Source: an optimization exercise on an open RTL-to-GDS flow (aim: small area, a short achievable clock period and few clock cycles per item). Production flows keep margins and buffers that such runs may drop. The RTL was checked by simulation tests, not by an equivalence proof against the original design.

<file path="design.v">
module SNN(
	clk,
	rst_n,
	in_valid,
	img,
	ker,
	weight,
	out_valid,
	out_data
);
input clk;
input rst_n;
input in_valid;
input [7:0] img;
input [7:0] ker;
input [7:0] weight;
output reg out_valid;
output reg [9:0] out_data;
reg [6:0] counter;
reg [7:0] image [0:14];
reg [7:0] ker_list [0:8];
reg [7:0] weight_list [0:3];
reg flag_feature;
reg flag_max_pool;
reg flag_swap;
reg flag_dist;
reg flag_output;
reg [7:0] feature_map[0:5];
reg [7:0] max_pool_map;
reg [7:0] quant2_map[0:3];
reg [7:0] quant2_cal[0:1];
reg [9:0] sum_l1;
reg [9:0] dist_l1;
wire feature_flag;
wire quant2_flag;
wire feature_pass;
wire max_pool_flag;
reg [7:0] feature_max,max_temp1,max_temp2;
always @(posedge clk or negedge rst_n) begin
	if(!rst_n) begin
		counter <= 7'd0;
	end
	else if(in_valid) begin
		counter <= counter + 1;
	end
	else if(out_valid) begin
		counter <= 0;
	end
	else if(flag_feature) begin
		counter <= counter + 1;
	end
end
always @(posedge clk or negedge rst_n) begin
	if(!rst_n) begin
		flag_feature <= 1'b0;
	end
	else if(in_valid) begin
		flag_feature <= 1'b1;
	end
	else if(out_valid) begin
		flag_feature <= 1'b0;
	end
end
always @(posedge clk or negedge rst_n) begin
	if(!rst_n) begin
		flag_max_pool <= 1'b0;
	end
	else if(out_valid) begin
		flag_max_pool <= 1'b0;
	end
	else if(counter == 22) begin
		flag_max_pool <= 1'b1;
	end
end
always @(posedge clk or negedge rst_n) begin
	if(!rst_n) begin
		flag_swap <= 1'b0;
	end
	else if(counter == 48) begin
		flag_swap <= 1'b1;
	end
	else begin
		flag_swap <= 1'b0;
	end
end
always @(posedge clk or negedge rst_n) begin
	if(!rst_n) begin
		flag_dist <= 1'b0;
	end
	else if((counter == 60) | (counter == 72)) begin
		flag_dist <= 1'b1;
	end
	else begin
		flag_dist <= 1'b0;
	end
end
always @(*) begin
	if(counter == 74) begin
		flag_output = 1'b1;
	end
	else begin
		flag_output = 1'b0;
	end
end
always @(posedge clk) begin
	if(in_valid) begin
		if(counter < 4) begin
			weight_list[counter] <= weight;
		end
	end
end
always @(posedge clk) begin
	if(in_valid) begin
		if(counter < 9) begin
			ker_list[counter] <= ker;
		end
	end
end
always @(posedge clk) begin
	image[0] <= image[1];
	image[1] <= image[2];
	image[2] <= image[3];
	image[3] <= image[4];
	image[4] <= image[5];
	image[5] <= image[6];
	image[6] <= image[7];
	image[7] <= image[8];
	image[8] <= image[9];
	image[9] <= image[10];
	image[10] <= image[11];
	image[11] <= image[12];
	image[12] <= image[13];
	image[13] <= image[14];
	image[14] <= img;
end
reg [7:0] sel_image [0:8];
always @(*) begin
	case(counter)
		15,16,17,18,21,22,23,24,27,28,29,30,33,34,35,36: begin
			sel_image[0] = image[0];
			sel_image[1] = image[1];
			sel_image[2] = image[2];
			sel_image[3] = image[6];
			sel_image[4] = image[7];
			sel_image[5] = image[8];
			sel_image[6] = image[12];
			sel_image[7] = image[13];
			sel_image[8] = image[14];
		end
		51,52,53,54,57,58,59,60,63,64,65,66,69,70,71,72: begin
			sel_image[0] = image[0];
			sel_image[1] = image[1];
			sel_image[2] = image[2];
			sel_image[3] = image[6];
			sel_image[4] = image[7];
			sel_image[5] = image[8];
			sel_image[6] = image[12];
			sel_image[7] = image[13];
			sel_image[8] = image[14];
		end
		default: begin
			sel_image[0] = feature_map[5];
			sel_image[1] = feature_map[5];
			sel_image[2] = feature_map[5];
			sel_image[3] = feature_map[5];
			sel_image[4] = feature_map[5];
			sel_image[5] = feature_map[5];
			sel_image[6] = feature_map[5];
			sel_image[7] = feature_map[5];
			sel_image[8] = feature_map[5];
		end
	endcase
end
assign feature_flag = ((counter > 14) & (counter < 19)) | ((counter > 20) & (counter < 25)) | ((counter > 26) & (counter < 31)) | ((counter > 32) & (counter < 37)) | ((counter > 50) & (counter < 55)) | ((counter > 56) & (counter < 61)) | ((counter > 62) & (counter < 67)) | ((counter > 68) & (counter < 73));
assign quant2_flag = (counter == 25) | (counter == 37) | (counter == 61) | (counter == 73);
assign feature_pass = ((counter > 15) & (counter < 20)) | ((counter > 21) & (counter < 25)) | ((counter > 27) & (counter < 32)) | ((counter > 33) & (counter < 37)) | ((counter > 51) & (counter < 56)) | ((counter > 57) & (counter < 61)) | ((counter > 63) & (counter < 68)) | ((counter > 69) & (counter < 73));
always @(posedge clk) begin
	feature_map[5] <= (sel_image[0] * ker_list[0] + sel_image[1] * ker_list[1] + sel_image[2] * ker_list[2] + 
					sel_image[3] * ker_list[3] + sel_image[4] * ker_list[4] + sel_image[5] * ker_list[5] + 
					sel_image[6] * ker_list[6] + sel_image[7] * ker_list[7] + sel_image[8] * ker_list[8]) / 'd2295;
end
always @(posedge clk or negedge rst_n) begin
	if(!rst_n) begin
		feature_map[0] <= 0;
		feature_map[1] <= 0;
		feature_map[2] <= 0;
		feature_map[3] <= 0;
		feature_map[4] <= 0;
	end
	else begin
		if(feature_pass) begin
			feature_map[0] <= feature_map[1];
			feature_map[1] <= feature_map[2];
			feature_map[2] <= feature_map[3];
			feature_map[3] <= feature_map[4];
			feature_map[4] <= feature_map[5];
		end
		else begin
			feature_map[0] <= feature_map[0];
			feature_map[1] <= feature_map[1];
			feature_map[2] <= feature_map[2];
			feature_map[3] <= feature_map[3];
			feature_map[4] <= feature_map[4];
		end
	end
end
always @(*) begin
	max_temp1 = (feature_map[0] > feature_map[1])? feature_map[0]:feature_map[1];
	max_temp2 = (max_temp1 > feature_map[4])? max_temp1: feature_map[4];
	feature_max = (max_temp2 > feature_map[5])? max_temp2: feature_map[5];
end
assign max_pool_flag = (counter == 23) | (counter == 29) | (counter == 35) | (counter == 41) | (counter == 53) | (counter == 59) | (counter == 65) | (counter == 71);
always @(posedge clk or negedge rst_n) begin
	if(!rst_n) begin
		max_pool_map <= 0;
	end
	else begin
		if(max_pool_flag) begin
			max_pool_map <= feature_max;
		end
	end
end
reg [7:0] sel_weight[0:3];
always @(*) begin
	if(flag_dist | quant2_flag) begin
		sel_weight[0] = weight_list[0];
		sel_weight[1] = weight_list[1];
		sel_weight[2] = weight_list[2];
		sel_weight[3] = weight_list[3];
	end
	else begin
		sel_weight[0] = feature_map[1];
		sel_weight[1] = feature_map[1];
		sel_weight[2] = feature_map[1];
		sel_weight[3] = feature_map[1];
	end
end
always @(*) begin
	quant2_cal[0] = (max_pool_map * sel_weight[0] + feature_max * sel_weight[2]) / 'd510;
	quant2_cal[1] = (max_pool_map * sel_weight[1] + feature_max * sel_weight[3]) / 'd510;
end
always @(posedge clk or negedge rst_n) begin
	if(!rst_n) begin
		quant2_map[0] <= 0;
		quant2_map[1] <= 0;
		quant2_map[2] <= 0;
		quant2_map[3] <= 0;
	end
	else begin
		if(flag_dist) begin
			quant2_map[0] <= (quant2_cal[0] > quant2_map[2])? quant2_cal[0] - quant2_map[2]: quant2_map[2] - quant2_cal[0];
			quant2_map[1] <= (quant2_cal[1] > quant2_map[3])? quant2_cal[1] - quant2_map[3]: quant2_map[3] - quant2_cal[1];
			quant2_map[2] <= quant2_map[0];
			quant2_map[3] <= quant2_map[1];
		end
		else if(flag_swap) begin
			quant2_map[0] <= quant2_map[2];
			quant2_map[1] <= quant2_map[3];
			quant2_map[2] <= quant2_map[0];
			quant2_map[3] <= quant2_map[1];
		end
		else if(quant2_flag) begin
			quant2_map[0] <= quant2_map[2];
			quant2_map[1] <= quant2_map[3];
			quant2_map[2] <= quant2_cal[0];
			quant2_map[3] <= quant2_cal[1];
		end
	end
end
always @(*) begin
	sum_l1 = quant2_map[0] + quant2_map[1] + quant2_map[2] + quant2_map[3];
	dist_l1 = (sum_l1 < 16)? 0:sum_l1;
end
always @(*) begin
	if(flag_output) begin
		out_valid = 1'b1;
		out_data = dist_l1;
	end
	else begin
		out_valid = 1'b0;
		out_data = 10'h000;
	end
end
endmodule
</file>
<file path="constraint.sdc">
create_clock -name core_clock -period 25.0 [get_ports {clk}]
set_input_delay 5.0000 -clock core_clock [delete_from_list [all_inputs] [get_ports {clk}]]
set_output_delay 5.0000 -clock core_clock [all_outputs]
set_load 0.01 [all_outputs]
</file>
<file path="run.sh">
#!/bin/bash
# synth_recipe.tcl (not shown) runs the flow's synth.tcl, then flattens the netlist and writes it again
# the make line also repeats each setting of config.mk as NAME=value (left out here)
make -C /OpenROAD-flow-scripts/flow DESIGN_CONFIG=/design/flow/config.mk WORK_HOME=/design/flow/orfs CLKGATE_MAP_FILE= SYNTH_SCRIPT=/design/flow/synth_recipe.tcl finish
</file>
<file path="config.mk">
export PLATFORM = sky130hd
export DESIGN_NAME = SNN
export DESIGN_NICKNAME = SNN
export VERILOG_FILES = /design/flow/design.v
export SDC_FILE = /design/flow/constraint.sdc
export NUM_CORES = 4
export LEC_CHECK = 0
export CAP_MARGIN = 20
export CORE_MARGIN = 2
export CORE_UTILIZATION = 40
export SLEW_MARGIN = 20
</file>
==> flow_summary.toml <==
[run_status]
outcome = "complete, no violations"

[logic_synthesis]
syn_area_per_cell_um2 = 9.11
synth-async-reset-ratio_pct = 28.0
synthTopCellsByArea = "fa_1, ha_1, inv_1"
netlist_instances = 5399
synth_top_cell_by_area = "fa_1"
ys_warn_count = 7
yosysUniqueCellTypes = 129
synth.cell_area_mm2 = 0.0492
synth_most_common_cell = "inv_1"
synth_commonest_cells = "inv_1, fa_1, nand2_1"
ys_ff_latch = 322
syn_nets = 6639
ys_seq_area_share_pct = 16.1
synth_ff_type = "dfxtp_1"
synth_edf_count = 104
synthDominantCellAreaShare_pct = 30.8

[drt]
post_drt_wl_per_cell_um = 19.0
drt-total-wl_um = 135000
vias = 37100
viasPerCell = 5.24
drt_first_pass_iters = 5
drc = 0
drt-initial-drc-count = 2792
ant_nets = 0

[floorplan]
ios = 38
die_w_um = 355
rows = 128
dieArea_mm2 = 0.126
initial_core_util_pct = 40.3
die_h_um = 355
fp.coreArea_mm2 = 0.122

[worst_hold_path]
hp-class = "reg2reg"
hold_depth = 0

[sta]
setup_tns_ps = 0
rsz0062_at_grt = "no"
final_hold_viol_count = 0
worst_hold_slack_ps = 316
drv_slew = 0
fin_crit_sh_pct = 91.2
worst_pin_slew_ps = 1210
finalClockSkew_ps = 49.6
fin_crit_ps = 22810
slew_headroom_pct = 18.8
max_freq_mhz = 43.8
setup_viol = 0

[place]
dp_hpwl_um = 113000
routabilityCongestion = 0.904
placed_cell_area_mm2 = 0.0515
port_buffers = 37

[cts]
clkLatencyLatePin_ps = 650
path_clk_slew_ps = 60
cts-resized-gates = 0
post-cts-setup-buffers = 0
cts_hold_buf = 0
cts_sinks = 322
cts_tree = "yes"
clockBufferDepth = 3
htree_levels = 2
root_buffer = "clkbuf_16"
cts_buffers = 45

[global_route]
antenna_found_initial = 4
met2_usage_pct = 33.5
grt_pass1_vias = 38100
grt-ovfl-total = 0
grt_pass1_wl_um = 218000
grt_max_degree = 62
top_usage_layer = "met2"
grt.total_usage_pct = 22.0
grtUsageMet3_pct = 4.81
grtUsageMet1_pct = 31.9

[setup_path]
endpoint = "quant2_map[0][5]"
r2r_slack_ps = 2190
crit_slowest_cell = "or4b_2"
start_kind = "flop"
required_ps = 25550
crit_type = "reg2reg"
crit_start = "feature_map[1][1]"
max_stage_delay_ps = 650
r2r_end = "quant2_map[0][5]"
crit_family = "compound AO/OA/AOI/OAI gates"
worstPathMaxFanout = 17
cp.arrival_ps = 23370
path_common_cell = "o21ai_0"
r2r_start = "feature_map[1][1]"
rr_worst_depth = 88
path_buf_inv = 8
critPathCaptureType = "flop"
crit_cells = 88

[cells_and_area]
layout-drive-gt1-share_pct = 5.73
n_fill_cell = 11900
syn_to_final_growth_pct = 8.25
final_area_mm2 = 0.0532
finalNetCount = 6670
final_util_pct = 43.7

[job]
drv_cap = 0
[routing by layer]
| metal | part of all wire [%] | wire (um) |
|---|---|---|
| met1 | 46 | 61800 |
| met2 | 44 | 59200 |
| met3 | 7.9 | 10700 |
| met4 | 2.5 | 3310 |
| met5 | 0.019 | 26 |
[worst reg2reg max path, delay by kind of cell (launching register included)]
kind	cells	cell delay (ps)
compound gates	45	9960
xor+xnor	3	920
fa+ha+maj	12	4860
buf+inv	8	1000
flops	1	390
mux	5	1300
simple gates	15	4290
[cell type report]
type / count / area (um2) / area share, %
Tap cell: 1625 / 2030 / 3.82
Sequential cell: 322 / 7940 / 14.9
Clock inverter: 32 / 459 / 0.863
Multi-Input combinational cell: 3894 / 36800 / 69.1
Timing Repair Buffer: 83 / 713 / 1.34
Antenna cell: 2 / 5.00 / 0.00940
Inverter: 1084 / 4070 / 7.65
Clock buffer: 51 / 1220 / 2.29
[through the flow]
| step | cells | setup slack (ps) |
|---|---|---|
| after floorplan | 5399 | 4530 |
| after global placement | 7008 | 2420 |
| after detailed placement | 7008 | 2430 |
| after CTS | 7091 | 2340 |
| after global routing | 7091 | 437 |
| final | 7093 | 2190 |
[worst min-delay path by stage]
stage / slack [ps] / endpoint / start
6_report: 320 / image[3][6] / image[4][6]
5_1_grt: 330 / image[3][7] / image[4][7]
4_1_cts: 320 / image[3][6] / image[4][6]
3_5_place_dp: 310 / image[8][1] / image[9][1]
3_3_place_gp: 310 / image[3][6] / image[4][6]
2_1_floorplan: 310 / image[10][0] / image[11][0]
[sequential cells by signal, indices dropped and copies added, names as in the netlist]
signal,cells
image,120
quant2_map,32
max_pool_map,8
counter,7
flag_feature,1
weight_list,32
flag_dist,1
feature_map,48
flag_swap,1
ker_list,72
[placed cells by master, fill, tap and decap left out, drive strengths merged, types with 47 or more instances in the layout]
cell type and count:
o21ai 262, dfrtp 90, nand2 586, nor3 57, mux2i 52, or2 50
buf 47, dfxtp 128, inv 1093, ha 456, a21o 54, clkbuf 51
nor2 311, a21oi 179, edfxtp 104, nand3 55, and2 360, xnor2 107
fa 757
[cell families (layout without fill, tap and decap cells)]
group | Yosys count | in the layout | synth area share, %
flops | 322 | 322 | 16.1
fa+ha+maj | 1222 | 1222 | 42.6
compound gates | 809 | 809 | 11.1
mux | 95 | 95 | 2.06
simple gates | 1614 | 1614 | 16.1
buf+inv | 1183 | 1250 | 9.14
xor+xnor | 154 | 154 | 2.85
other cells | 0 | 2 | 0
Testbench counts, summed over its fixed seeds: cycles 9,600, items 128.

re-timing with driven ports:
How much do the figures lean on ideal ports? The routed layout below was timed once more, with nothing changed but the port constraints.
Step 1 sets driving cells, clkbuf_16 on the clock port and buf_2 on the other inputs (assumed; they add their load-dependent delay and slew).
Step 2 moves the port delays by t, midway between the first and last clock arrival at a register: inputs arrive t later, outputs are due t later. That takes back most of the time a late clock gives input paths.
a / b / c = no drivers / after step 1 / after step 2; a / b = the first two.
t (ns): 0.704
setup WS [ns]: 2.188 / 2.188 / 2.188
latest minus earliest clock arrival (ns): 0.064 / 0.064
slew at the worst register clock pin (ns): 0.08 / 0.08
pins driven straight from the clock port: 1
After both steps setup and hold are still met in this run. For this run, drivers alone change the setup slack by 0.000 ns; drivers and shift together by 0.000 ns.
